From an optimization exercise on the open Yosys and OpenROAD flow, aimed at small area, a short achievable clock period and few clock cycles; shortcuts taken in it are not production practice. RTL that was checked went through simulation tests only; none was proved equivalent to the original. The RTL of runs 4 and 5 was laid out without a check of its function. Power is estimated from default activity; no workload was simulated.

===== flow/design.v =====
module JAM (
    input CLK,
    input RST,
    output [2:0] W,
    output [2:0] J,
    input [6:0] Cost,
    output [3:0] MatchCount,
    output [9:0] MinCost,
    output Valid
);
    localparam [2:0] P1 = 3'd0, P2 = 3'd1, GAP = 3'd2, GAP2 = 3'd5, GAP3 = 3'd6, DFS = 3'd3, DONE = 3'd4;
    reg [2:0]  ph;
    reg [5:0]  t;           
    reg [5:0]  tq;          
    reg        qp;          
    reg        qv;          
    reg [6:0]  Creg;        
    reg        pend;        
    reg [6:0]  u [0:7];
    reg [6:0]  v [0:7];
    reg [7:0]  tb;          
    reg [63:0] tm;          
    reg [9:0]  lb0;         
    reg [9:0]  lb [1:6];    
    reg [10:0] S;           
    reg [10:0] A;           
    reg [6:0]  V;           
    reg [9:0]  best;
    reg [3:0]  cnt;
    reg [2:0]  js [0:6];    
    reg [2:0]  nj [0:6];    
    reg [6:0]  nr;          
    reg [6:0]  lastf;       
    reg [2:0]  PL;          
    reg        PLv;         
    reg [7:0]  used;
    reg        jv;          
    reg        rd;          
    reg        upd;         
    assign Valid = (ph == DONE);
    assign MinCost = best;
    assign MatchCount = cnt;
    wire [2:0] hi = t[5:3];
    wire [2:0] lo = t[2:0];
    assign W = (ph == P2) ? lo : hi;
    assign J = (ph == P2) ? hi : lo;
    integer i, a, b;
    function [2:0] lowest;
        input [7:0] m;
        begin
            casez (m)
                8'b???????1: lowest = 3'd0;
                8'b??????10: lowest = 3'd1;
                8'b?????100: lowest = 3'd2;
                8'b????1000: lowest = 3'd3;
                8'b???10000: lowest = 3'd4;
                8'b??100000: lowest = 3'd5;
                8'b?1000000: lowest = 3'd6;
                default:     lowest = 3'd7;
            endcase
        end
    endfunction
    wire       indfs = (ph == DFS);
    wire [2:0] k = hi;
    wire [2:0] j = lo;
    wire [2:0] kp1 = k + 3'd1;
    wire [2:0] qhi = tq[5:3];
    wire [2:0] qlo = tq[2:0];
    wire [6:0] udn = u[indfs ? kp1 : lo];            
    wire       qfirst = (qlo == 3'd0);
    wire       qlast  = (qlo == 3'd7);
    wire       vlt = qfirst || Creg < V;
    wire       veq = !qfirst && Creg == V;
    wire [6:0] vmin = vlt ? Creg : V;
    wire [7:0] qbit = 8'd1 << qlo;
    wire [7:0] tbn = vlt ? qbit : veq ? (tb | qbit) : tb;
    wire       leaf = (k == 3'd7);
    wire [7:0] jbit = 8'd1 << j;
    wire [7:0] above = 8'hfe << j;
    wire [7:0] Tk  = tm[{k, 3'd0} +: 8];
    wire [7:0] Tk1 = tm[{kp1, 3'd0} +: 8];
    wire       sok = !S[10];
    wire [7:0] r7 = {1'b0, A[6:0]} + {1'b0, V};
    wire       rbig = (A[10:7] != 4'd0) || r7[7];
    wire       le = sok && (rbig || Cost <= r7[6:0]);
    wire       eq = sok && !rbig && (Cost == r7[6:0]);
    wire [10:0] sgd = A + {4'd0, V} - {4'd0, Cost};    
    wire [10:0] adn = sgd + {4'd0, udn};                
    wire       nzk = sok && (S != 11'd0);
    wire [7:0] m0 = Tk & ~used & above & {8{sok}};
    wire [7:0] m1a = ~Tk & ~used & {8{nzk}};
    wire [7:0] m1b = m1a & above;
    wire       st_v = jv && (rd ? (m1b != 8'd0) : (m0 != 8'd0 || m1a != 8'd0));
    wire [2:0] st_j = rd ? lowest(m1b) : (m0 != 8'd0) ? lowest(m0) : lowest(m1a);
    wire       st_r = rd || (m0 == 8'd0);
    wire [7:0] usedn = used | jbit;
    wire [7:0] d0 = Tk1 & ~usedn;
    wire       d0v = (d0 != 8'd0);
    wire [2:0] dn_j = d0v ? lowest(d0) : lowest(~usedn);
    wire       desc = jv && !leaf && le && !(eq && !d0v);
    wire       better = jv && leaf && le && !eq;
    wire [7:0] openl = {1'b0, ~lastf} & ~(8'hff << PL);    
    reg  [2:0] pl2;
    always @(*) begin
        pl2 = 3'd0;
        for (a = 0; a < 7; a = a + 1) if (openl[a]) pl2 = a;
    end
    reg  [7:0] freed;       
    always @(*) begin
        freed = 8'd0;
        for (b = 0; b < 7; b = b + 1)
            if (b >= PL && b < k) freed = freed | (8'd1 << js[b]);
    end
    wire [2:0] pj = nj[PL];
    wire [9:0] lbp = (PL == 3'd0) ? lb0 : lb[PL];
    wire [10:0] sp = {1'b0, best} - {1'b0, lbp};
    wire [10:0] ap = sp + {4'd0, u[PL]};
    wire [2:0] fj = (tm[7:0] != 8'd0) ? lowest(tm[7:0]) : 3'd0;
    wire [2:0] vs = indfs ? (st_v ? st_j : pj) : fj;
    wire [6:0] vstay = v[vs];
    wire [6:0] vdown = v[dn_j];
    always @(posedge CLK or posedge RST) begin
        if (RST) begin
            ph <= P1;
            t <= 6'd0;
            qv <= 1'b0;
        end else begin
            qv <= (ph == P1) || (ph == P2);
            case (ph)
                P1: begin
                    t <= t + 6'd1;
                    if (t == 6'd63) ph <= P2;
                end
                P2: begin
                    t <= t + 6'd1;
                    if (t == 6'd63) ph <= GAP;
                end
                GAP: ph <= GAP2;
                GAP2: ph <= GAP3;
                GAP3: begin
                    ph <= DFS;
                    t <= {3'd0, fj};
                end
                DFS: begin
                    if (upd || better) ;
                    else if (desc) t <= {kp1, dn_j};
                    else if (st_v) t <= {k, st_j};
                    else if (!PLv) ph <= DONE;
                    else t <= {PL, pj};
                end
                default: ;
            endcase
        end
    end
    always @(posedge CLK) begin
        Creg <= (ph == P2) ? Cost - udn : Cost;
        tq <= t;
        qp <= (ph != P1);
        pend <= qv && qlast;
        if (pend) lb0 <= lb0 + {3'd0, V};
        if (qv) begin
            V <= vmin;
            if (!qp) begin
                if (qlast) u[qhi] <= vmin;
                if (tq == 6'd0) lb0 <= 10'd0;
            end else begin
                tb <= tbn;
                if (qlast) begin
                    v[qhi] <= vmin;
                    for (i = 0; i < 8; i = i + 1) tm[8*i + qhi] <= tbn[i];
                end
            end
        end
        case (ph)
            GAP3: begin
                best <= 10'h3ff;
                S <= {1'b0, ~lb0};
                A <= {1'b0, ~lb0} + {4'd0, u[0]};
                V <= vstay;
                cnt <= 4'd0;
                used <= 8'd0;
                jv <= 1'b1;
                upd <= 1'b0;
                PLv <= 1'b0;
                rd <= (tm[7:0] == 8'd0);
            end
            DFS: begin
                if (k != 3'd0 && k != 3'd7) lb[k] <= best - S[9:0];
                if (upd) begin
                    best <= best - S[9:0];
                    cnt <= 4'd1;
                    upd <= 1'b0;
                end else if (better) begin
                    S <= sgd;
                    jv <= 1'b0;
                    upd <= 1'b1;
                end else begin
                    if (jv && leaf && eq) cnt <= cnt + 4'd1;
                    if (desc) begin
                        S <= sgd;
                        A <= adn;
                        V <= vdown;
                        js[k] <= j;
                        nj[k] <= st_j;
                        nr[k] <= st_r;
                        lastf[k] <= !st_v;
                        if (st_v) begin
                            PL <= k;
                            PLv <= 1'b1;
                        end
                        used <= usedn;
                        rd <= !d0v;
                        jv <= 1'b1;
                    end else if (st_v) begin
                        V <= vstay;
                        rd <= st_r;
                        jv <= 1'b1;
                    end else begin
                        S <= sp;
                        A <= ap;
                        V <= vstay;
                        used <= used & ~freed;
                        rd <= nr[PL];
                        jv <= 1'b1;
                        PL <= pl2;
                        PLv <= (openl != 8'd0);
                    end
                end
            end
            default: ;
        endcase
    end
endmodule

===== flow/run.sh =====
#!/bin/bash
# synth_recipe.tcl (not shown) runs the flow's synth.tcl, then flattens the netlist and writes it again
# the make line also repeats each setting of config.mk as NAME=value (left out here)
make -C /OpenROAD-flow-scripts/flow DESIGN_CONFIG=/design/flow/config.mk WORK_HOME=/design/flow/orfs CLKGATE_MAP_FILE= SYNTH_SCRIPT=/design/flow/synth_recipe.tcl finish

===== flow/config.mk =====
export PLATFORM = sky130hd
export DESIGN_NAME = JAM
export DESIGN_NICKNAME = JAM
export VERILOG_FILES = /design/flow/design.v
export SDC_FILE = /design/flow/constraint.sdc
export NUM_CORES = 4
export LEC_CHECK = 0
export ABC_CLOCK_PERIOD_IN_PS = 3500
export CAP_MARGIN = 20
export CORE_MARGIN = 2
export CORE_UTILIZATION = 40
export PLACE_DENSITY = 0.6
export SETUP_SLACK_MARGIN = 1.0
export SLEW_MARGIN = 20

===== flow/constraint.sdc =====
create_clock -name core_clock -period 4.5 [get_ports {CLK}]
set_input_delay 0.9000 -clock core_clock [delete_from_list [all_inputs] [get_ports {CLK}]]
set_output_delay 0.9000 -clock core_clock [all_outputs]
set_load 0.01 [all_outputs]

==> results.ini, run 1 <==
[run_status]
status = complete, no violations

[setup_path]
worstPathArrival_ns = 4.67
crit_fanout = 7
critPathKind = reg2reg
path_cells = clkinv_1 -> o21ai_1 -> buf_4 -> o32a_1 -> and3_4 -> buf_6 -> nand3_4 -> o211ai_4 -> mux2i_1 -> buf_4 -> o21a_4 -> mux4_2 -> mux2i_2 -> buf_4 -> nand3_2 -> a221o_1
rrSetupSlack_ns = 0.32
cp_data_required_time_ns = 4.99
critical_path.max_stage_delay_ns = 0.52
critical-path-slowest-cell = dfrtp_1
crit_path_start_kind = flop
worst_path_most_repeated_cell = buf_4
end_kind = flop

[sta]
rsz0062_at_grt = yes
fmax_ghz = 0.239
hold_violations = 0
setup_violations = 0
tns_ns = 0
worst_slew_pin_slew_ns = 1.21
slew_headroom_pct = 19.3
post-route-min-period_ns = 4.18
whs_ns = 0.511
period_share_pct = 92.8
slew_violations = 0
skew_ns = 0.0361

[grt]
grt_use_total_pct = 24.1
overflow = 0
antenna_found_initial = 0
grt_max_degree = 65
grt_pass1_vias = 19200
grt_first_pass_wirelength_mm = 117

[clocking]
clk_pin_slew_worst_paths_ns = 0.07
clk_path_buf_depth = 3
cts_made_buffers = 44
clkSinkCount = 396
tritoncts = yes
ctsHtreeMaxLevel = 2
postCtsHoldBufs = 0
cts-root-buf = clkbuf_16
clk_latency_ns = 0.60

[detailed_routing]
drtPass1Iterations = 5
totalWireLength_mm = 77.2
wl_per_cell_um = 23.5
routed_via_density = 5.96
route.detailed.drc = 0
vias = 19500
first_iter_violations = 1950
drtAntennaViolNets = 0

[power_and_ir_drop]
power.leakage_uw = 0.0115
p_per_area_nw_per_um2 = 266
irDropWorstVdd_uv = 237
power_uw = 8230

[placement]
dp_hpwl_mm = 54.6
io_buffers = 29
placed_area_sq_um = 26800
place_congestion = 0.931
dp_cells = 3080

[synth]
synth_area_sq_um = 24400
synth_seq_cells = 396
yosysSeqAreaShare_pct = 47.2
synthCells = 2228
yosys.area.top_type = edfxtp_1
syn_area_per_cell_sq_um = 10.9
syn_nets = 2361
synth_ff_type = edfxtp_1
ys_warn_count = 1
synth_edf_count = 351
synth.top_cells.by_count = 351 x edfxtp_1, 186 x nand2_1, 183 x nor2_1
post-synth-top-count-cell = edfxtp_1
synth_top_area_share_pct = 43.3
synth.distinct_cells = 94
yosys-top-cells-area = edfxtp_1 43%, ha_1 5.6%, mux4_2 5.5%
synthArstFlopShare_pct = 2.53

[hold_path]
hp-class = reg2reg

[cells_and_area]
antenna_cells = 0
multi_input_area_sq_um = 13300
syn_to_final_growth_pct = 27.0
final-seq-area_sq_um = 11500
stdcell_area_sq_um = 30900
instances_no_fill = 3277
drive_gt1_share_pct = 28.5
fin_nets = 2592
nFillCells = 5167

[floorplanning]
ioPinCount = 30
dieArea_sq_um = 62900
die_x_um = 251
die_h_um = 251
core_sq_um = 60200
initial_utilization_pct = 40.4
row_count = 90

[flow_run]
drv_cap = 0

-- worst paths after layout --
| path | cells past startpoint | end | startpoint |
|---|---|---|---|
| min in group asynchronous | 2 | ph[0] | RST |
| worst max register to register | 16 | V[6] | t[2] |
| max in group asynchronous | 2 | t[3] | RST |
| worst max-delay path | 16 | V[6] | t[2] |
| worst min register to register | 0 | tq[1] | t[1] |
| worst min-delay path | 0 | tq[1] | t[1] |
-- area by class of cell --
class                   instances  area share (%)
clock inverters                33            1.53
inverters                     129            1.65
flip-flops and latches        396            37.2
multi-input cells            1592            43.1
clock buffers                  49            3.72
well taps                     782            3.16
repair buffers                296            9.65
-- what timing repair did --
action / 4_1_cts / 5_1_grt
buffers inserted: 66 / 40
endpoints found under the setup margin: 339 / 219
pin swaps: 70 / 86
gates resized for setup: 186 / 160
cloned: 8 / 1
-- where the power goes --
part           leakage (uW)  internal, uW  switching (uW)
Sequential          0.00330          3960            2.87
Clock              0.000784          2440            1610
Combinational       0.00738           102             109
-- per-layer routing --
layer,global-route usage (%),vias to the layer above,wire (um)
met2,39.9,772,36500
li1,-,8877,-
met4,6.16,0,1920
met3,2.94,130,5030
met1,33.7,9764,33700
met5,0,-,0
-- through the flow --
stage	util, %	setup slack, ns
5_1_grt	51.3	0.228
4_1_cts	49.8	0.431
2_1_floorplan	-	0.0839
3_5_place_dp	44.5	-0.103
3_3_place_gp	44.5	-0.0566
6_report	51.3	0.324
-- registers in the layout, indices dropped and copies added (netlist names), 3 cells and up, named ones only --
signal  flops
lastf       7
t           6
v          56
js         21
A          11
used        8
S          11
best       10
nr          7
V           7
cnt         4
nj         21
lb0        10
lb         60
Creg        7
tb          8
ph          3
tq          6
PL          3
tm         64
u          56
-- layout by cell type, fill, tap and decap left out, types with 31 or more instances in the layout --
cell type	n
edfxtp_1	351
mux2i_1	95
nand2b_1	31
o21ai_1	32
buf_6	36
mux4_2	61
nor2_1	162
a21oi_1	96
a21o_1	31
nor3_1	32
buf_4	191
inv_1	115
nand2_1	176
xnor2_1	39
o21ai_0	98
a21oi_2	34
clkbuf_16	45
ha_1	95
dfxtp_1	31
mux2_2	40
-- worst max-delay path, delay by kind of cell (launching register included) --
kind	cells	cell delay [ns]
AND/OR/NAND/NOR	3	0.34
buffers and inverters	5	0.99
AO/OA/AOI/OAI	5	1.27
multiplexers	3	0.95
flip-flops	1	0.52
-- cell families (layout without fill, tap and decap cells) --
| family | after synthesis | after routing | share of synthesized area (%) |
|---|---|---|---|
| DFF | 396 | 396 | 47.2 |
| xor gates and xnor gates | 66 | 66 | 2.37 |
| AOI/OAI and AO/OA | 583 | 583 | 15.7 |
| buffers and inverters | 240 | 507 | 4.02 |
| muxes | 218 | 218 | 12.4 |
| and+or+nand+nor | 601 | 601 | 11.6 |
| adders and majority gates | 124 | 124 | 6.83 |
Testbench counts, summed over its fixed seeds: cycles 14,735.
==> inputs of run 2 (changes only) <==
==> flow/config.mk (replaced) <==
export PLATFORM = sky130hd
export DESIGN_NAME = JAM
export DESIGN_NICKNAME = JAM
export VERILOG_FILES = /design/flow/design.v
export SDC_FILE = /design/flow/constraint.sdc
export NUM_CORES = 4
export LEC_CHECK = 0
export CAP_MARGIN = 20
export CORE_MARGIN = 2
export CORE_UTILIZATION = 40
export PLACE_DENSITY = 0.6
export SLEW_MARGIN = 20
==> run 2 against run 1 <==
Still clean on timing, DRC and antenna. Routed wire length is 5.8% lower. Clock-buffer cell count is 9 higher. Total power is 6.0% lower. Setup slack worse by 0.24 ns. Non-clock buffer count is 99 lower. Synthesized area stayed put. Via count is 4.4% lower. Register-to-register slack worse by 0.24 ns. Clock skew hardly changed. Fmax is 5.5% lower. Highest routed layer unchanged.
==> results.ini, run 2 <==
[run_status]
status = complete, no violations

[placement]
place_congestion = 0.923
dp_hpwl_mm = 54.5
io_buffers = 29

[setup_path]
cp_data_required_time_ns = 4.98
rrSetupSlack_ns = 0.08
crit_fanout = 22
timing.rr.end = V[6]
crit_end = V[6]
worstReg2RegStart = t[4]
crit_start = t[4]
end_kind = flop
r2r.worst_path.cells = 13
crit_path_start_kind = flop
worstPathArrival_ns = 4.90
critPathKind = reg2reg

[cells_and_area]
final_cell_mix = 351 x edfxtp_1, 185 x nand2_1, 180 x nor2_1
fin_nets = 2494
regMostFlops = tm
final_common_cell = edfxtp_1
syn_to_final_growth_pct = 15.9
largest_reg_flops = 64
drive_gt1_share_pct = 16.8
reg_top3 = tm (64), lb (60)
utilization_pct = 46.9

[power_and_ir_drop]
p_clk_share_pct = 46.4
switching_share_pct = 21.4
irDropWorstVdd_uv = 196
p_per_area_nw_per_um2 = 274
power.switching_uw = 1660
seqPwrFrac_pct = 51.2
power.leakage_uw = 0.0105
p_int_uw = 6080
combinationalPowerShare_pct = 2.4

[sta]
post-route-min-period_ns = 4.42
hold_violations = 0
worst_slew_pin_slew_ns = 1.11
skew_ns = 0.0362
fmax_ghz = 0.226
tns_ns = 0
rsz0062_at_grt = yes
period_share_pct = 98.2
slew_violations = 0
slew_headroom_pct = 25.8
whs_ns = 0.559
setup_violations = 0

[grt]
antenna_found_initial = 0
grt_first_pass_wirelength_mm = 111
grt_pass1_vias = 18500
overflow = 0
grt_max_degree = 65
grt_use_total_pct = 23.0

[synth]
yosysSeqAreaShare_pct = 47.2
synth_edf_count = 351
synth_area_sq_um = 24400
synth_top_area_share_pct = 43.3
synth-xor-area-share_pct = 2.37
synth_top_family_by_area = compound AO/OA/AOI/OAI gates
synth-compound-area-share_pct = 15.7
syn_nets = 2361
synth.top_cells.by_count = 351 x edfxtp_1, 186 x nand2_1, 183 x nor2_1
synth_ff_type = edfxtp_1
ys_warn_count = 1
synth_adder_area_share_pct = 6.83
synth.distinct_cells = 94
synth_mux_area_share_pct = 12.4
post-synth-top-count-cell = edfxtp_1
synthCells = 2228
synth_seq_cells = 396
syn_area_per_cell_sq_um = 10.9
yosys-top-cells-area = edfxtp_1 43%, ha_1 5.6%, mux4_2 5.5%
synthSimpleGateAreaFrac_pct = 11.6
synthArstFlopShare_pct = 2.53
yosys.area.top_type = edfxtp_1

[clocking]
tritoncts = yes
clkSinkCount = 396
ctsHtreeMaxLevel = 2
clk_path_buf_depth = 3
clk_latency_ns = 0.60
cts-root-buf = clkbuf_16
cts_made_buffers = 45
postCtsHoldBufs = 0
clk_pin_slew_worst_paths_ns = 0.06

[detailed_routing]
drtPass1Iterations = 5
vias = 18700
drtAntennaViolNets = 0
totalWireLength_mm = 72.7
route.detailed.drc = 0
routed_via_density = 5.87
first_iter_violations = 2020
wl_per_cell_um = 22.9

[floorplanning]
dieArea_sq_um = 62900
die_x_um = 251
initial_utilization_pct = 40.4
ioPinCount = 30
core_sq_um = 60200
row_count = 90
die_h_um = 251

[flow_run]
drv_cap = 0

[hold_path]
hp-class = reg2reg

run 2: cell count changes in the layout (fill, tap and decap cells not counted), moves of 13 or more:
cell and change:
buf_6 -33, buf_4 -41, nor3_1 +13, o21ai_0 +39, o21ai_1 -17, nor2_1 +18
a21oi_1 +31, ha_1 +13, a21oi_2 -27, o21ai_2 -18
run 2: per-stage QoR:
stage | power (uW) | cell area [sq um] | cells | worst slack, ns
final | 7740 | 28200 | 3180 | 0.0806
after global routing | 7950 | 28200 | 3179 | -0.0650
after CTS | 7790 | 28000 | 3167 | 0.0189
after detailed placement | 4230 | 26600 | 3084 | -0.187
after global placement | 4220 | 26600 | 3084 | -0.133
after floorplan | 4150 | 24500 | 2228 | -0.00185
run 2: cell type report:
| class | instances | area, sq um |
|---|---|---|
| Tap cell | 782 | 978 |
| Timing Repair Buffer | 197 | 1750 |
| Fill cell | 5443 | 32000 |
| Clock buffer | 58 | 1210 |
| Sequential cell | 396 | 11500 |
| Antenna cell | 1 | 2.50 |
| Inverter | 129 | 487 |
| Clock inverter | 25 | 223 |
| Multi-Input combinational cell | 1592 | 12100 |
run 2: kinds of logic (layout without fill, tap and decap cells):
| family | count (synthesis) | after routing |
|---|---|---|
| compound gates | 583 | 583 |
| fa+ha+maj | 124 | 124 |
| buf+inv | 240 | 409 |
| mux | 218 | 218 |
| xor+xnor | 66 | 66 |
| flops | 396 | 396 |
| simple gates | 601 | 601 |
| other cells | 0 | 1 |
run 2: how the worst min path moves through the flow:
stage	cells past startpoint	slack (ns)	to	start
6_report	2	0.56	lb0[9]	lb0[9]
3_3_place_gp	2	0.54	lb0[9]	lb0[9]
3_5_place_dp	2	0.55	lb0[2]	lb0[2]
4_1_cts	2	0.56	lb0[2]	lb0[2]
5_1_grt	2	0.59	lb0[2]	lb0[2]
2_1_floorplan	0	0.41	tq[5]	t[5]
run 2: power by group through the flow:
stage               combinational, uW  sequential (uW)  clock, uW
CTS                               186             3960       3640
detailed placement                185             4040          0
floorplan                         106             4040          0
global placement                  181             4040          0
finish                            186             3960       3590
global route                      206             3960       3780
run 2: critical path, stage by stage, from the launching register on:
cell and delay, ns:
dfrtp_1 0.40, buf_12 0.21, mux2_1 0.40, o22a_1 0.26, a2111o_1 0.44, a21o_1 0.17
a211oi_1 0.35, a311oi_2 0.16, mux2i_2 0.30, o21a_1 0.29, mux4_1 0.60, mux2i_2 0.26
nand3_1 0.12, a221o_1 0.32
run 2: layer usage:
layer | global-route usage, % | share of wire, % | vias to the layer above
li1 | - | - | 8664
met1 | 32.2 | 45 | 9227
met2 | 37.1 | 46 | 677
met3 | 2.77 | 6.3 | 113
met4 | 7.54 | 2.7 | 0
met5 | 0 | 0 | -
run 2: what timing repair did:
| item | 4_1_cts | 5_1_grt |
|---|---|---|
| buffers inserted | 0 | 11 |
| resized for setup | 2 | 32 |
| endpoints found under the setup margin | 8 | 77 |
| gates cloned | 0 | 1 |
| pin swaps | 0 | 5 |
==> inputs of run 3 (changes only) <==
--- a/flow/design.v
+++ b/flow/design.v
@@ -8,7 +8,7 @@
     output [9:0] MinCost,
     output Valid
 );
-    localparam [2:0] P1 = 3'd0, P2 = 3'd1, GAP = 3'd2, GAP2 = 3'd5, GAP3 = 3'd6, DFS = 3'd3, DONE = 3'd4;
+    localparam [2:0] P1 = 3'd0, P2 = 3'd1, GAP = 3'd2, GAP2 = 3'd5, GAP3 = 3'd6, DFS = 3'd3, FIN = 3'd7, DONE = 3'd4;
     reg [2:0]  ph;
     reg [5:0]  t;           
     reg [5:0]  tq;          
@@ -37,6 +37,7 @@
     reg        jv;          
     reg        rd;          
     reg        upd;         
+    reg [3:0]  pc;          
     assign Valid = (ph == DONE);
     assign MinCost = best;
     assign MatchCount = cnt;
@@ -97,8 +98,28 @@
     wire [7:0] d0 = Tk1 & ~usedn;
     wire       d0v = (d0 != 8'd0);
     wire [2:0] dn_j = d0v ? lowest(d0) : lowest(~usedn);
-    wire       desc = jv && !leaf && le && !(eq && !d0v);
+    wire       bulk = (k == 3'd3) && eq;
+    wire       desc = jv && !leaf && le && !(eq && (!d0v || k == 3'd3));
     wire       better = jv && leaf && le && !eq;
+    reg  [1:0] rk [0:7];    
+    reg  [3:0] M [0:3];     
+    reg  [4:0] p4;
+    integer c, r, s0, s1, s2;
+    always @(*) begin
+        rk[0] = 2'd0;
+        for (c = 1; c < 8; c = c + 1) rk[c] = rk[c-1] + {1'b0, ~usedn[c-1]};
+        for (r = 0; r < 4; r = r + 1) begin
+            M[r] = 4'd0;
+            for (c = 0; c < 8; c = c + 1)
+                if (!usedn[c] && tm[8*(4+r) + c]) M[r] = M[r] | (4'd1 << rk[c]);
+        end
+        p4 = 5'd0;
+        for (s0 = 0; s0 < 4; s0 = s0 + 1)
+            for (s1 = 0; s1 < 4; s1 = s1 + 1)
+                for (s2 = 0; s2 < 4; s2 = s2 + 1)
+                    if (s0 != s1 && s0 != s2 && s1 != s2)
+                        p4 = p4 + {4'd0, M[0][s0] & M[1][s1] & M[2][s2] & M[3][6 - s0 - s1 - s2]};
+    end
     wire [7:0] openl = {1'b0, ~lastf} & ~(8'hff << PL);    
     reg  [2:0] pl2;
     always @(*) begin
@@ -137,6 +158,7 @@
                 end
                 GAP: ph <= GAP2;
                 GAP2: ph <= GAP3;
+                FIN: ph <= DONE;
                 GAP3: begin
                     ph <= DFS;
                     t <= {3'd0, fj};
@@ -145,7 +167,7 @@
                     if (upd || better) ;
                     else if (desc) t <= {kp1, dn_j};
                     else if (st_v) t <= {k, st_j};
-                    else if (!PLv) ph <= DONE;
+                    else if (!PLv) ph <= FIN;
                     else t <= {PL, pj};
                 end
                 default: ;
@@ -181,11 +203,13 @@
                 used <= 8'd0;
                 jv <= 1'b1;
                 upd <= 1'b0;
+                pc <= 4'd0;
                 PLv <= 1'b0;
                 rd <= (tm[7:0] == 8'd0);
             end
             DFS: begin
                 if (k != 3'd0 && k != 3'd7) lb[k] <= best - S[9:0];
+                pc <= (jv && bulk) ? p4[3:0] : 4'd0;
                 if (upd) begin
                     best <= best - S[9:0];
                     cnt <= 4'd1;
@@ -195,7 +219,7 @@
                     jv <= 1'b0;
                     upd <= 1'b1;
                 end else begin
-                    if (jv && leaf && eq) cnt <= cnt + 4'd1;
+                    cnt <= cnt + pc + {3'd0, jv && leaf && eq};
                     if (desc) begin
                         S <= sgd;
                         A <= adn;
@@ -227,6 +251,7 @@
                     end
                 end
             end
+            FIN: cnt <= cnt + pc;
             default: ;
         endcase
     end
==> run 3 against run 2 <==
The layout now fails its checks (negative setup slack). Critical path depth is 11 higher. Flip-flop and latch count is 4 higher. Die area is 11% higher. Via count is 25% higher. Synthesized cell count is 20% higher. Total power is 35% higher. Critical path type unchanged. Critical endpoint is now pc[1].
==> results.ini, run 3 <==
[power_and_ir_drop]
p_per_area_nw_per_um2 = 319
power.leakage_uw = 0.0129
irDropWorstVdd_uv = 280

[clocking]
clk_path_buf_depth = 3
ctsHtreeMaxLevel = 2
clk_pin_slew_worst_paths_ns = 0.06
cts-root-buf = clkbuf_16
postCtsHoldBufs = 0
clkSinkCount = 400
clk_latency_ns = 0.61
cts_made_buffers = 47
tritoncts = yes

[setup_path]
worstReg2RegStart = t[0]
critical-path-slowest-cell = fa_1
critical_path.max_stage_delay_ns = 0.56
critPathKind = reg2reg
end_kind = flop
crit_path_start_kind = flop
crit_start = t[0]
crit_fanout = 5
worstPathArrival_ns = 7.32
path_cells = buf_6 -> ha_4 -> a21oi_4 -> inv_2 -> fa_1 -> inv_2 -> ha_4 -> ha_4 -> ha_4 -> xor2_4 -> xor2_2 -> nand2_2 -> o221ai_4 -> nand2_2 -> or3b_4 -> fa_1 -> inv_2 -> fa_2 -> fa_1 -> fa_1 -> fa_1 -> ha_4 -> fa_2 -> and2_4
cp_data_required_time_ns = 4.86

[synth]
synth.distinct_cells = 91
synth_area_sq_um = 27100
post-synth-top-count-cell = edfxtp_1
synth_seq_cells = 400
yosys-top-cells-area = edfxtp_1 39%, ha_1 5.8%, mux4_2 5.2%
yosys.area.top_type = edfxtp_1
syn_area_per_cell_sq_um = 10.1
synth_ff_type = edfxtp_1
synthArstFlopShare_pct = 2.50
synth_top_area_share_pct = 39.4
synth.top_cells.by_count = 355 x edfxtp_1, 247 x nor2_1, 241 x nand2_1
syn_nets = 2845
synth_edf_count = 355
yosysSeqAreaShare_pct = 42.9
ys_warn_count = 3
synthCells = 2677

[placement]
dp_hpwl_mm = 70.8
placed_area_sq_um = 30600
io_buffers = 29
place_congestion = 0.958

[detailed_routing]
totalWireLength_mm = 93.0
first_iter_violations = 2687
vias = 23300
drtPass1Iterations = 6
drtAntennaViolNets = 0
route.detailed.drc = 0
routed_via_density = 6.01
wl_per_cell_um = 23.9

[cells_and_area]
regMostFlops = tm
syn_to_final_growth_pct = 21.2
stdcell_area_sq_um = 32800
nFillCells = 6164
final_cell_mix = 355 x edfxtp_1, 330 x buf_4, 237 x nand2_1, 237 x nor2_1, 189 x o21ai_0
reg_top3 = tm (64), lb (60)
final_common_cell = edfxtp_1
drive_gt1_share_pct = 21.5
largest_reg_flops = 64
fin_nets = 3138
utilization_pct = 49.0

[grt]
grt_max_degree = 65
grt_first_pass_wirelength_mm = 141
overflow = 0
grt_use_total_pct = 26.2
grt_pass1_vias = 23100
antenna_found_initial = 2

[floorplanning]
row_count = 95
dieArea_sq_um = 69800
die_x_um = 264
initial_utilization_pct = 40.4
die_h_um = 264
ioPinCount = 30
core_sq_um = 67000

[sta]
period_share_pct = 155
fmax_ghz = 0.144
slew_headroom_pct = 28.9
hold_violations = 0
rsz0062_at_grt = yes
setup_ws_ns = -2.46
worst_slew_pin_slew_ns = 1.06
skew_ns = 0.0222
slew_violations = 0
post-route-min-period_ns = 6.96
setup_violations = 5

[flow_run]
drv_cap = 0

[hold_path]
hp-class = reg2reg
min_from = ph[1]

[run_status]
checkFailReasons = negative setup slack
status = failed layout checks

==> run 3: power breakdown <==
part / switching (uW) / total [uW] / internal [uW]
clock network: 1650 / 3950 / 2300
registers: 140 / 4280 / 4140
logic: 1140 / 2240 / 1100
==> run 3: kinds of logic after synthesis <==
family / after synthesis / synth area share [%]
xor gates and xnor gates: 76 / 2.46
and+or+nand+nor: 797 / 13.6
buffers and inverters: 302 / 4.50
DFF: 400 / 42.9
AOI/OAI and AO/OA: 769 / 18.8
adders and majority gates: 159 / 8.29
muxes: 174 / 9.43
==> run 3: through the flow <==
stage	setup TNS, ns	power, uW	hold slack (ns)	worst slack (ns)	cells
after detailed placement	-21.50	6520	0.536	-2.61	3767
after floorplan	-9.50	5700	0.368	-2.44	2677
after global routing	-12.82	10900	0.581	-2.72	3882
after global placement	-21.13	6450	0.539	-2.59	3767
after CTS	-9.43	10500	0.548	-2.46	3864
final	-9.43	10500	0.554	-2.46	3883
==> run 3: timing repair <==
item | 4_1_cts | 5_1_grt
gates cloned | 0 | 2
gates resized for setup | 29 | 52
pin swaps | 19 | 17
setup endpoints to repair | 108 | 136
setup buffers | 9 | 16
==> run 3: layout make-up <==
type                    count  area, sq um  area share [%]
clock inverters            28          323           0.984
clock buffers              60         1260            3.85
diodes                      1         2.50         0.00762
well taps                 873         1090            3.33
repair buffers            379         3100            9.45
flip-flops and latches    400        11600            35.4
multi-input cells        1975        14800            45.0
inverters                 167          637            1.94
==> run 3: final timing paths <==
check / end / slack, ns / depth (start not counted)
max in group asynchronous: t[1] / 3.31 / 2
min in group asynchronous: t[4] / 0.80 / 2
max: pc[1] / -2.46 / 24
max reg2reg: pc[1] / -2.46 / 24
min: qv / 0.55 / 1
min reg2reg: qv / 0.55 / 1
==> run 3: layer usage <==
metal	wire length [um]	global-route usage (%)
met2	43800	43.4
met3	6880	3.78
met4	3320	8.98
met1	38900	35.2
met5	0	0
==> run 3: worst max-delay path, delay by kind of cell (launching register included) <==
kind / cells / cell delay, ns
xor+xnor: 2 / 0.47
compound gates: 2 / 0.38
simple gates: 4 / 0.72
fa+ha+maj: 12 / 4.42
flops: 1 / 0.42
buf+inv: 4 / 0.31
Testbench counts of run 3, summed over its fixed seeds: cycles 10,483.
==> inputs of run 4 (changes only) <==
--- a/flow/design.v
+++ b/flow/design.v
@@ -34,6 +34,7 @@
     reg [2:0]  PL;          
     reg        PLv;         
     reg [7:0]  used;
+    reg [7:0]  Trow;        
     reg        jv;          
     reg        rd;          
     reg        upd;         
@@ -46,6 +47,21 @@
     assign W = (ph == P2) ? lo : hi;
     assign J = (ph == P2) ? hi : lo;
     integer i, a, b;
+    function [7:0] lowbit;
+        input [7:0] m;
+        begin
+            lowbit = m & (~m + 8'd1);
+        end
+    endfunction
+    function [6:0] pick;
+        input [7:0] oh;
+        input [55:0] vals;
+        integer x;
+        begin
+            pick = 7'd0;
+            for (x = 0; x < 8; x = x + 1) pick = pick | (vals[7*x +: 7] & {7{oh[x]}});
+        end
+    endfunction
     function [2:0] lowest;
         input [7:0] m;
         begin
@@ -78,13 +94,20 @@
     wire       leaf = (k == 3'd7);
     wire [7:0] jbit = 8'd1 << j;
     wire [7:0] above = 8'hfe << j;
-    wire [7:0] Tk  = tm[{k, 3'd0} +: 8];
+    wire [7:0] Tk  = Trow;
     wire [7:0] Tk1 = tm[{kp1, 3'd0} +: 8];
     wire       sok = !S[10];
-    wire [7:0] r7 = {1'b0, A[6:0]} + {1'b0, V};
-    wire       rbig = (A[10:7] != 4'd0) || r7[7];
-    wire       le = sok && (rbig || Cost <= r7[6:0]);
-    wire       eq = sok && !rbig && (Cost == r7[6:0]);
+    wire [7:0] xa = {1'b0, A[6:0]};
+    wire [7:0] xb = {1'b0, V};
+    wire [7:0] xc = ~{1'b0, Cost};
+    wire [7:0] cs_s = xa ^ xb ^ xc;
+    wire [7:0] cs_c = (xa & xb) | (xa & xc) | (xb & xc);
+    wire [8:0] geq = {1'b0, cs_s} + {cs_c, 1'b1};     
+    wire [7:0] zs = xa ^ xb ^ {1'b0, Cost};             
+    wire [7:0] zc = {(xa[6:0] & xb[6:0]) | ((xa[6:0] | xb[6:0]) & zs[6:0]), 1'b0};
+    wire       abig = (A[10:7] != 4'd0);
+    wire       le = sok && (abig || geq[8]);
+    wire       eq = sok && !abig && (zs == zc) && !((xa[7] & xb[7]) | ((xa[7] | xb[7]) & zs[7]));
     wire [10:0] sgd = A + {4'd0, V} - {4'd0, Cost};    
     wire [10:0] adn = sgd + {4'd0, udn};                
     wire       nzk = sok && (S != 11'd0);
@@ -92,12 +115,14 @@
     wire [7:0] m1a = ~Tk & ~used & {8{nzk}};
     wire [7:0] m1b = m1a & above;
     wire       st_v = jv && (rd ? (m1b != 8'd0) : (m0 != 8'd0 || m1a != 8'd0));
-    wire [2:0] st_j = rd ? lowest(m1b) : (m0 != 8'd0) ? lowest(m0) : lowest(m1a);
+    wire [7:0] st_m = rd ? m1b : (m0 != 8'd0) ? m0 : m1a;
+    wire [2:0] st_j = lowest(st_m);
     wire       st_r = rd || (m0 == 8'd0);
     wire [7:0] usedn = used | jbit;
     wire [7:0] d0 = Tk1 & ~usedn;
     wire       d0v = (d0 != 8'd0);
-    wire [2:0] dn_j = d0v ? lowest(d0) : lowest(~usedn);
+    wire [7:0] dn_m = d0v ? d0 : ~usedn;
+    wire [2:0] dn_j = lowest(dn_m);
     wire       bulk = (k == 3'd3) && eq;
     wire       desc = jv && !leaf && le && !(eq && (!d0v || k == 3'd3));
     wire       better = jv && leaf && le && !eq;
@@ -137,9 +162,11 @@
     wire [10:0] sp = {1'b0, best} - {1'b0, lbp};
     wire [10:0] ap = sp + {4'd0, u[PL]};
     wire [2:0] fj = (tm[7:0] != 8'd0) ? lowest(tm[7:0]) : 3'd0;
-    wire [2:0] vs = indfs ? (st_v ? st_j : pj) : fj;
-    wire [6:0] vstay = v[vs];
-    wire [6:0] vdown = v[dn_j];
+    wire [55:0] vall = {v[7], v[6], v[5], v[4], v[3], v[2], v[1], v[0]};
+    wire [6:0] vst  = pick(lowbit(st_m), vall);
+    wire [6:0] vpop = v[indfs ? pj : fj];
+    wire [6:0] vstay = st_v ? vst : vpop;
+    wire [6:0] vdown = pick(lowbit(dn_m), vall);
     always @(posedge CLK or posedge RST) begin
         if (RST) begin
             ph <= P1;
@@ -198,7 +225,7 @@
                 best <= 10'h3ff;
                 S <= {1'b0, ~lb0};
                 A <= {1'b0, ~lb0} + {4'd0, u[0]};
-                V <= vstay;
+                V <= vpop;
                 cnt <= 4'd0;
                 used <= 8'd0;
                 jv <= 1'b1;
@@ -206,6 +233,7 @@
                 pc <= 4'd0;
                 PLv <= 1'b0;
                 rd <= (tm[7:0] == 8'd0);
+                Trow <= tm[7:0];
             end
             DFS: begin
                 if (k != 3'd0 && k != 3'd7) lb[k] <= best - S[9:0];
@@ -233,6 +261,7 @@
                             PLv <= 1'b1;
                         end
                         used <= usedn;
+                        Trow <= Tk1;
                         rd <= !d0v;
                         jv <= 1'b1;
                     end else if (st_v) begin
@@ -242,7 +271,8 @@
                     end else begin
                         S <= sp;
                         A <= ap;
-                        V <= vstay;
+                        V <= vpop;
+                        Trow <= tm[{PL, 3'd0} +: 8];
                         used <= used & ~freed;
                         rd <= nr[PL];
                         jv <= 1'b1;
==> run 4 against run 3 <==
The layout still fails its checks (negative setup slack). Setup slack better by 0.0045 ns. Clock skew increased by 0.027 ns. Clock power up 9.4%. Flip-flop and latch count up 8. Non-clock buffer count fell by 47. Hold slack better by 0.0022 ns. Routed wire length is 1.4% higher. Clock-buffer cell count increased by 2. Core utilization fell by 0.41 points. Combinational power increased by 24%. Synthesized cell count shrank 0.71%. Critical endpoint is now pc[3].
==> results.ini, run 4 <==
[cells_and_area]
syn_to_final_growth_pct = 20.0
final_common_cell = edfxtp_1
reg_top3 = tm (64), lb (60)
antenna_cells = 0
instances_no_fill = 3818
final_cell_mix = 363 x edfxtp_1, 290 x buf_4, 233 x nor2_1
drive_gt1_share_pct = 19.7
largest_reg_flops = 64
fin_nets = 3064
regMostFlops = tm

[synth]
syn_nets = 2818
syn_area_per_cell_sq_um = 10.3
synth_edf_count = 363
synthArstFlopShare_pct = 2.45
yosysSeqAreaShare_pct = 43.4
synth_adder_area_share_pct = 7.89
synth_seq_cells = 408
synthCells = 2658
yosys.area.top_type = edfxtp_1
synth-xor-area-share_pct = 2.38
synth_top_area_share_pct = 40.0
synthSimpleGateAreaFrac_pct = 14.8
synth_area_sq_um = 27300
synth_ff_type = edfxtp_1
synth_top_family_by_area = compound AO/OA/AOI/OAI gates
post-synth-top-count-cell = edfxtp_1
ys_warn_count = 3
synth_mux_area_share_pct = 11.2
synth.distinct_cells = 87
yosys-top-cells-area = edfxtp_1 40%, ha_1 5.3%, mux2i_1 4.7%
synth-compound-area-share_pct = 16.0
synth.top_cells.by_count = 363 x edfxtp_1, 240 x nor2_1, 233 x nand2_1

[floorplanning]
dieArea_sq_um = 70300
initial_utilization_pct = 40.5
core_sq_um = 67400
die_x_um = 265
die_h_um = 265
ioPinCount = 30
row_count = 95

[clocking]
ctsHtreeMaxLevel = 2
clkSinkCount = 408
clk_pin_slew_worst_paths_ns = 0.06
postCtsHoldBufs = 0
clk_latency_ns = 0.63
tritoncts = yes
cts_made_buffers = 49
cts-root-buf = clkbuf_16
clk_path_buf_depth = 3

[placement]
place_congestion = 0.945
dp_cells = 3721
pre_cts_ws_ns = -2.55
io_buffers = 29
dp_hpwl_mm = 72.1

[sta]
setup_ws_ns = -2.45
post-route-min-period_ns = 6.95
setup_violations = 4
worst_slew_pin_slew_ns = 1.16
rsz0062_at_grt = yes
period_share_pct = 155
slew_headroom_pct = 21.5
hold_violations = 0
whs_ns = 0.557
fmax_ghz = 0.144
slew_violations = 0
skew_ns = 0.0490

[hold_path]
hp-class = reg2reg

[setup_path]
crit_fanout = 5
critical-path-slowest-cell = fa_1
critical_path.max_stage_delay_ns = 0.52
crit_path_start_kind = flop
cp_data_required_time_ns = 4.87
worstPathArrival_ns = 7.33
critPathKind = reg2reg
end_kind = flop
rrSetupSlack_ns = -2.45

[detailed_routing]
drtAntennaViolNets = 0
totalWireLength_mm = 94.3
first_iter_violations = 2172
vias = 22900
route.detailed.drc = 0
drtPass1Iterations = 6
wl_per_cell_um = 24.7
routed_via_density = 6.00

[grt]
antenna_found_initial = 1
grt_max_degree = 65
grt_use_total_pct = 26.6
grt_pass1_vias = 22700
overflow = 0
grt_first_pass_wirelength_mm = 143

[power_and_ir_drop]
power_uw = 11500
irDropWorstVdd_uv = 310
power.switching_uw = 3280
p_int_uw = 8230
p_clk_share_pct = 37.5
seqPwrFrac_pct = 38.5
switching_share_pct = 28.5
p_per_area_nw_per_um2 = 352
power.leakage_uw = 0.0129
combinationalPowerShare_pct = 24.1

[flow_run]
drv_cap = 0

[run_status]
status = failed layout checks
checkFailReasons = negative setup slack

-- run 4: changes by cell type after synthesis, moves of 13 or more --
cell	previous run	this run
a21o_1	38	25
mux2i_1	87	128
a22oi_1	38	18
o22ai_1	37	20
or2_2	23	8
nand3_1	55	68
and3_1	14	28
mux2_2	24	45
o21ai_0	193	169
nor3_1	52	66
a221oi_1	25	9
-- run 4: layer usage --
layer / routed length (um) / up-vias / track usage [%]
met1: 40200 / 11300 / 35.6
met5: 0 / - / 0
met3: 6190 / 177 / 3.69
met2: 44700 / 950 / 44.6
li1: - / 10400 / -
met4: 3190 / 0 / 8.63
-- run 4: area by class of cell --
cell class                 count  area, sq um
fill                        6199        34700
tap                          873         1090
inverter                     165          622
sequential                   408        11900
clock inverter                30          480
timing repair buffer         332         2700
clock buffer                  62         1270
multi-input combinational   1948        14700
-- run 4: through the flow --
stage                     setup TNS [ns]  util, %  area (sq um)
after floorplan                   -10.11        -         27600
after global routing              -10.48     48.5         32700
after global placement            -37.62     45.7         30800
after detailed placement          -47.62     45.7         30800
after CTS                          -9.36     48.4         32600
final                              -9.31     48.5         32700
-- run 4: final timing paths --
kind	from	end	cells past startpoint
max in group asynchronous	RST	t[2]	2
min	nr[3]	nr[3]	2
min in group asynchronous	RST	t[3]	2
max reg2reg	t[1]	pc[3]	32
min reg2reg	nr[3]	nr[3]	2
max	t[1]	pc[3]	32
-- run 4: power groups by stage --
stage               logic [uW]  clock network [uW]  registers [uW]
finish                    2770                4320            4430
global route              3080                4520            4440
CTS                       2690                4380            4430
detailed placement        2670                   0            4510
global placement          2570                   0            4500
floorplan                 1690                   0            4410
-- run 4: repair_timing --
| action | 4_1_cts | 5_1_grt |
|---|---|---|
| setup endpoints to repair | 4 | 27 |
| buffers inserted | 1 | 3 |
| gates resized for setup | 9 | 22 |
| pin swaps | 7 | 0 |
-- run 4: critical path: cells and delay by family, from the launching register on --
family,cells,cell delay (ns)
AO/OA/AOI/OAI,4,0.73
XOR/XNOR,3,0.49
adder cells (fa/ha/maj),11,3.90
buffers and inverters,10,0.85
flip-flops,1,0.41
AND/OR/NAND/NOR,4,0.29
-- run 4: cell families (layout without fill, tap and decap cells) --
family                   after synthesis  after routing
AND/OR/NAND/NOR                      833            833
AO/OA/AOI/OAI                        661            661
flip-flops                           408            408
buffers and inverters                302            589
multiplexers                         229            229
adder cells (fa/ha/maj)              151            151
XOR/XNOR                              74             74
==> inputs of run 5 (changes only) <==
--- a/flow/design.v
+++ b/flow/design.v
@@ -8,8 +8,8 @@
     output [9:0] MinCost,
     output Valid
 );
-    localparam [2:0] P1 = 3'd0, P2 = 3'd1, GAP = 3'd2, GAP2 = 3'd5, GAP3 = 3'd6, DFS = 3'd3, FIN = 3'd7, DONE = 3'd4;
-    reg [2:0]  ph;
+    localparam [3:0] P1 = 4'd0, P2 = 4'd1, GAP = 4'd2, GAP2 = 4'd5, GAP3 = 4'd6, DFS = 4'd3, FIN = 4'd7, FIN2 = 4'd8, DONE = 4'd4;
+    reg [3:0]  ph;
     reg [5:0]  t;           
     reg [5:0]  tq;          
     reg        qp;          
@@ -39,6 +39,8 @@
     reg        rd;          
     reg        upd;         
     reg [3:0]  pc;          
+    reg [7:0]  F4;          
+    reg        f4v;         
     assign Valid = (ph == DONE);
     assign MinCost = best;
     assign MatchCount = cnt;
@@ -93,21 +95,19 @@
     wire [7:0] tbn = vlt ? qbit : veq ? (tb | qbit) : tb;
     wire       leaf = (k == 3'd7);
     wire [7:0] jbit = 8'd1 << j;
+    wire [7:0] usedn = used | jbit;
     wire [7:0] above = 8'hfe << j;
     wire [7:0] Tk  = Trow;
     wire [7:0] Tk1 = tm[{kp1, 3'd0} +: 8];
     wire       sok = !S[10];
     wire [7:0] xa = {1'b0, A[6:0]};
     wire [7:0] xb = {1'b0, V};
-    wire [7:0] xc = ~{1'b0, Cost};
-    wire [7:0] cs_s = xa ^ xb ^ xc;
-    wire [7:0] cs_c = (xa & xb) | (xa & xc) | (xb & xc);
-    wire [8:0] geq = {1'b0, cs_s} + {cs_c, 1'b1};     
     wire [7:0] zs = xa ^ xb ^ {1'b0, Cost};             
     wire [7:0] zc = {(xa[6:0] & xb[6:0]) | ((xa[6:0] | xb[6:0]) & zs[6:0]), 1'b0};
     wire       abig = (A[10:7] != 4'd0);
-    wire       le = sok && (abig || geq[8]);
     wire       eq = sok && !abig && (zs == zc) && !((xa[7] & xb[7]) | ((xa[7] | xb[7]) & zs[7]));
+    wire [9:0] gsum = {2'b0, A[7:0]} + {3'b0, V} - {3'b0, Cost} - {7'b0, dfc};
+    wire       le = sok && ((A[10:8] != 3'd0) || !gsum[9]);
     wire [10:0] sgd = A + {4'd0, V} - {4'd0, Cost};    
     wire [10:0] adn = sgd + {4'd0, udn};                
     wire       nzk = sok && (S != 11'd0);
@@ -118,32 +118,53 @@
     wire [7:0] st_m = rd ? m1b : (m0 != 8'd0) ? m0 : m1a;
     wire [2:0] st_j = lowest(st_m);
     wire       st_r = rd || (m0 == 8'd0);
-    wire [7:0] usedn = used | jbit;
     wire [7:0] d0 = Tk1 & ~usedn;
     wire       d0v = (d0 != 8'd0);
     wire [7:0] dn_m = d0v ? d0 : ~usedn;
     wire [2:0] dn_j = lowest(dn_m);
     wire       bulk = (k == 3'd3) && eq;
+    reg  [7:0] drow, dcol, colany;
+    reg  [2:0] ndr, ndc;
+    integer e, f;
+    always @(*) begin
+        colany = 8'd0;
+        for (e = 0; e < 8; e = e + 1) begin
+            drow[e] = (e > k) && ((tm[8*e +: 8] & ~usedn) == 8'd0);
+            if (e > k) colany = colany | tm[8*e +: 8];
+        end
+        dcol = ~usedn & ~colany;
+        ndr = 3'd0;
+        ndc = 3'd0;
+        for (f = 0; f < 8; f = f + 1) begin
+            ndr = ndr + {2'd0, drow[f]};
+            ndc = ndc + {2'd0, dcol[f]};
+        end
+    end
+    wire [2:0] dfc = (ndr > ndc) ? ndr : ndc;
     wire       desc = jv && !leaf && le && !(eq && (!d0v || k == 3'd3));
     wire       better = jv && leaf && le && !eq;
     reg  [1:0] rk [0:7];    
     reg  [3:0] M [0:3];     
+    reg  [2:0] p3 [0:3];    
     reg  [4:0] p4;
     integer c, r, s0, s1, s2;
     always @(*) begin
         rk[0] = 2'd0;
-        for (c = 1; c < 8; c = c + 1) rk[c] = rk[c-1] + {1'b0, ~usedn[c-1]};
+        for (c = 1; c < 8; c = c + 1) rk[c] = rk[c-1] + {1'b0, F4[c-1]};
         for (r = 0; r < 4; r = r + 1) begin
             M[r] = 4'd0;
             for (c = 0; c < 8; c = c + 1)
-                if (!usedn[c] && tm[8*(4+r) + c]) M[r] = M[r] | (4'd1 << rk[c]);
+                if (F4[c] && tm[8*(4+r) + c]) M[r] = M[r] | (4'd1 << rk[c]);
         end
         p4 = 5'd0;
-        for (s0 = 0; s0 < 4; s0 = s0 + 1)
+        for (s0 = 0; s0 < 4; s0 = s0 + 1) begin
+            p3[s0] = 3'd0;
             for (s1 = 0; s1 < 4; s1 = s1 + 1)
                 for (s2 = 0; s2 < 4; s2 = s2 + 1)
                     if (s0 != s1 && s0 != s2 && s1 != s2)
-                        p4 = p4 + {4'd0, M[0][s0] & M[1][s1] & M[2][s2] & M[3][6 - s0 - s1 - s2]};
+                        p3[s0] = p3[s0] + {2'd0, M[1][s1] & M[2][s2] & M[3][6 - s0 - s1 - s2]};
+            p4 = p4 + (M[0][s0] ? {2'd0, p3[s0]} : 5'd0);
+        end
     end
     wire [7:0] openl = {1'b0, ~lastf} & ~(8'hff << PL);    
     reg  [2:0] pl2;
@@ -185,7 +206,8 @@
                 end
                 GAP: ph <= GAP2;
                 GAP2: ph <= GAP3;
-                FIN: ph <= DONE;
+                FIN: ph <= FIN2;
+                FIN2: ph <= DONE;
                 GAP3: begin
                     ph <= DFS;
                     t <= {3'd0, fj};
@@ -231,13 +253,16 @@
                 jv <= 1'b1;
                 upd <= 1'b0;
                 pc <= 4'd0;
+                f4v <= 1'b0;
                 PLv <= 1'b0;
                 rd <= (tm[7:0] == 8'd0);
                 Trow <= tm[7:0];
             end
             DFS: begin
                 if (k != 3'd0 && k != 3'd7) lb[k] <= best - S[9:0];
-                pc <= (jv && bulk) ? p4[3:0] : 4'd0;
+                F4 <= ~usedn;
+                f4v <= jv && bulk;
+                pc <= f4v ? p4[3:0] : 4'd0;
                 if (upd) begin
                     best <= best - S[9:0];
                     cnt <= 4'd1;
@@ -281,7 +306,11 @@
                     end
                 end
             end
-            FIN: cnt <= cnt + pc;
+            FIN: begin
+                cnt <= cnt + pc;
+                pc <= f4v ? p4[3:0] : 4'd0;
+            end
+            FIN2: cnt <= cnt + pc;
             default: ;
         endcase
     end
==> run 5 against run 4 <==
Still fails the layout checks on negative setup slack. Critical path depth is 1 higher. Via count is 11% higher. Clock power is 4% higher. Cell count is 10% higher. Hold slack worse by 0.035 ns. Global-route usage is 2.5 points higher. Critical endpoint is now nj[4][2]. Final area is 9.4% higher. Flip-flop and latch count is 10 higher.
==> results.ini, run 5 <==
[run_status]
status = failed layout checks
checkFailReasons = negative setup slack

[clocking]
tritoncts = yes
clkSinkCount = 418
ctsHtreeMaxLevel = 2
postCtsHoldBufs = 0
clk_path_buf_depth = 3
cts-root-buf = clkbuf_16
clk_latency_ns = 0.60
cts_made_buffers = 50
clk_pin_slew_worst_paths_ns = 0.06

[synth]
yosys-top-cells-area = edfxtp_1 39%, ha_1 5.8%, mux4_2 4.4%
synth_mux_area_share_pct = 9.97
synth-compound-area-share_pct = 17.7
synth_edf_count = 372
syn_area_per_cell_sq_um = 10.1
post-synth-top-count-cell = edfxtp_1
synth_adder_area_share_pct = 9.58
yosys.area.top_type = edfxtp_1
synthCells = 2849
synthSimpleGateAreaFrac_pct = 13.6
synth_top_family_by_area = compound AO/OA/AOI/OAI gates
synth-xor-area-share_pct = 2.31
synthArstFlopShare_pct = 2.63
synth_area_sq_um = 28800
synth_ff_type = edfxtp_1
synth.top_cells.by_count = 372 x edfxtp_1, 283 x nand2_1, 221 x nor2_1
syn_nets = 3046
ys_warn_count = 4
synth_seq_cells = 418
synth_top_area_share_pct = 38.8
synth.distinct_cells = 87
yosysSeqAreaShare_pct = 42.2

[detailed_routing]
drtAntennaViolNets = 0
totalWireLength_mm = 110
wl_per_cell_um = 26.0
routed_via_density = 6.06
route.detailed.drc = 0
first_iter_violations = 2840
drtPass1Iterations = 10
vias = 25500

[cells_and_area]
drive_gt1_share_pct = 23.7
nFillCells = 6503
final_common_cell = buf_4
final_cell_mix = 421 x buf_4, 372 x edfxtp_1, 276 x nand2_1
largest_reg_flops = 64
fin_nets = 3417
reg_top3 = tm (64), lb (60)
regMostFlops = tm
syn_to_final_growth_pct = 24.4
stdcell_area_sq_um = 35800

[grt]
grt_pass1_vias = 25100
grt_first_pass_wirelength_mm = 162
grt_max_degree = 65
grt_use_total_pct = 29.1
antenna_found_initial = 4
overflow = 0

[power_and_ir_drop]
p_int_uw = 7090
p_per_area_nw_per_um2 = 249
irDropWorstVdd_uv = 293
p_clk_share_pct = 50.4
seqPwrFrac_pct = 46.9
power.switching_uw = 1840
power.leakage_uw = 0.0138
combinationalPowerShare_pct = 2.7
switching_share_pct = 20.6

[setup_path]
critPathKind = reg2reg
crit_fanout = 6
critical_path.max_stage_delay_ns = 0.57
worstPathArrival_ns = 8.42
r2r.worst_path.cells = 33
end_kind = flop
crit_path_start_kind = flop
worst_path_most_repeated_cell = fa_1
critical-path-slowest-cell = fa_2
cp_data_required_time_ns = 4.81

[floorplanning]
core_sq_um = 71400
die_x_um = 272
die_h_um = 272
ioPinCount = 30
dieArea_sq_um = 74100
initial_utilization_pct = 40.3
row_count = 98

[flow_run]
drv_cap = 0

[sta]
rsz0062_at_grt = yes
slew_violations = 0
setup_violations = 169
hold_violations = 0
whs_ns = 0.522
setup_ws_ns = -3.61
slew_headroom_pct = 21.7
fmax_ghz = 0.123
skew_ns = 0.0206
tns_ns = -580.85
post-route-min-period_ns = 8.11
period_share_pct = 180
worst_slew_pin_slew_ns = 1.17

[placement]
io_buffers = 29
dp_hpwl_mm = 85.8
placed_area_sq_um = 33600
place_congestion = 0.986

[hold_path]
hp-class = reg2reg
holdPathStages = 2

## run 5: cell types whose count changed after synthesis, sizes merged, moves of 20 or more
cell   previous run  this run
o21ai           169       206
a22oi            18        55
nand2           235       283
inv             163       191
nor2            242       222
## run 5: worst paths after layout
kind | from | endpoint | slack [ns]
worst max-delay path | t[1] | nj[4][2] | -3.61
worst min-delay path | ph[2] | qp | 0.52
worst max register to register | t[1] | nj[4][2] | -3.61
worst min register to register | ph[2] | qp | 0.52
max in group asynchronous | RST | t[2] | 3.20
min in group asynchronous | RST | ph[3] | 0.86
## run 5: metal layers
metal	track usage (%)	vias to the layer above	wire length, um
li1	-	11400	-
met1	40.3	12600	46400
met2	46.5	1268	49700
met3	4.99	233	9520
met4	9.57	4	3900
met5	0	-	27
## run 5: final cells by class
cell class / instances / area (sq um) / share of cell area [%]
multi-input cells: 2086 / 16100 / 44.9
flip-flops and latches: 418 / 12200 / 33.9
repair buffers: 469 / 3810 / 10.6
clock buffers: 59 / 1320 / 3.68
well taps: 950 / 1190 / 3.32
inverters: 195 / 759 / 2.12
clock inverters: 33 / 507 / 1.42
diodes: 2 / 5.00 / 0.0140
## run 5: cell families after synthesis
| logic type | Yosys count |
|---|---|
| AO/OA/AOI/OAI | 776 |
| XOR/XNOR | 76 |
| adder cells (fa/ha/maj) | 188 |
| buffers and inverters | 345 |
| flip-flops | 418 |
| multiplexers | 211 |
| AND/OR/NAND/NOR | 835 |
## run 5: critical path, delay by kind of cell (launching register included)
family / cells / cell delay [ns]
and+or+nand+nor: 7 / 0.99
DFF: 1 / 0.48
adders and majority gates: 10 / 3.63
muxes: 1 / 0.33
buffers and inverters: 7 / 0.84
AOI/OAI and AO/OA: 8 / 1.53
## run 5: through the flow
| step | power [uW] | setup slack, ns | util (%) | instances |
|---|---|---|---|---|
| floorplan | 4400 | -3.43 | - | 2849 |
| global placement | 4500 | -3.49 | 47.0 | 4100 |
| detailed placement | 4500 | -3.67 | 47.0 | 4100 |
| CTS | 8990 | -3.46 | 49.9 | 4201 |
| global route | 9140 | -3.86 | 50.2 | 4211 |
| finish | 8930 | -3.61 | 50.2 | 4212 |
## run 5: power by group through the flow
| stage | Clock (uW) | Combinational (uW) | Sequential, uW |
|---|---|---|---|
| 3_3_place_gp | 0 | 230 | 4270 |
| 2_1_floorplan | 0 | 129 | 4270 |
| 6_report | 4510 | 240 | 4190 |
| 5_1_grt | 4690 | 265 | 4190 |
| 4_1_cts | 4560 | 237 | 4190 |
| 3_5_place_dp | 0 | 235 | 4270 |
## run 5: timing repair
action | CTS | global route
setup endpoints to repair | 169 | 169
gates resized for setup | 35 | 14
buffers inserted | 9 | 7
gates cloned | 0 | 2
pin swaps | 23 | 7

==> what the ideal ports hide <==
In the flow no input, the clock included, has a driving cell. The finished layouts below were timed again as built, in two steps. Step 1 sets driving cells, clkbuf_16 on the clock port and buf_2 on the other inputs (assumed; they add their load-dependent delay and slew). Step 2 also shifts input and output timing later by t, the mid clock arrival at the registers, as if the neighbouring blocks saw the same clock. Slacks: no drivers / after step 1 / after step 2; pairs: no drivers / after step 1.
run	t (ns)	setup slack, ns	hold WS [ns]	worst setup path at the end	worst register clock-pin slew, ns
run 1	0.648	0.324 / 0.324 / -0.100	0.511 / 0.511 / 0.511	input to register	0.07 / 0.07
run 2	0.642	0.081 / 0.081 / -0.192	0.559 / 0.559 / 0.559	input to register	0.07 / 0.07
run 3	0.661	-2.458 / -2.458 / -2.458	0.554 / 0.554 / 0.554	register to register	0.07 / 0.07
run 4	0.670	-2.454 / -2.454 / -2.454	0.557 / 0.557 / 0.557	register to register	0.07 / 0.07
run 5	0.658	-3.609 / -3.609 / -3.609	0.522 / 0.522 / 0.522	register to register	0.07 / 0.07
Met with ideal ports but missed after step 2: setup timing in run 1 and run 2. The setup slack of run 1, which loses most, moves by 0.000 ns with the drivers and by -0.424 ns with both steps.
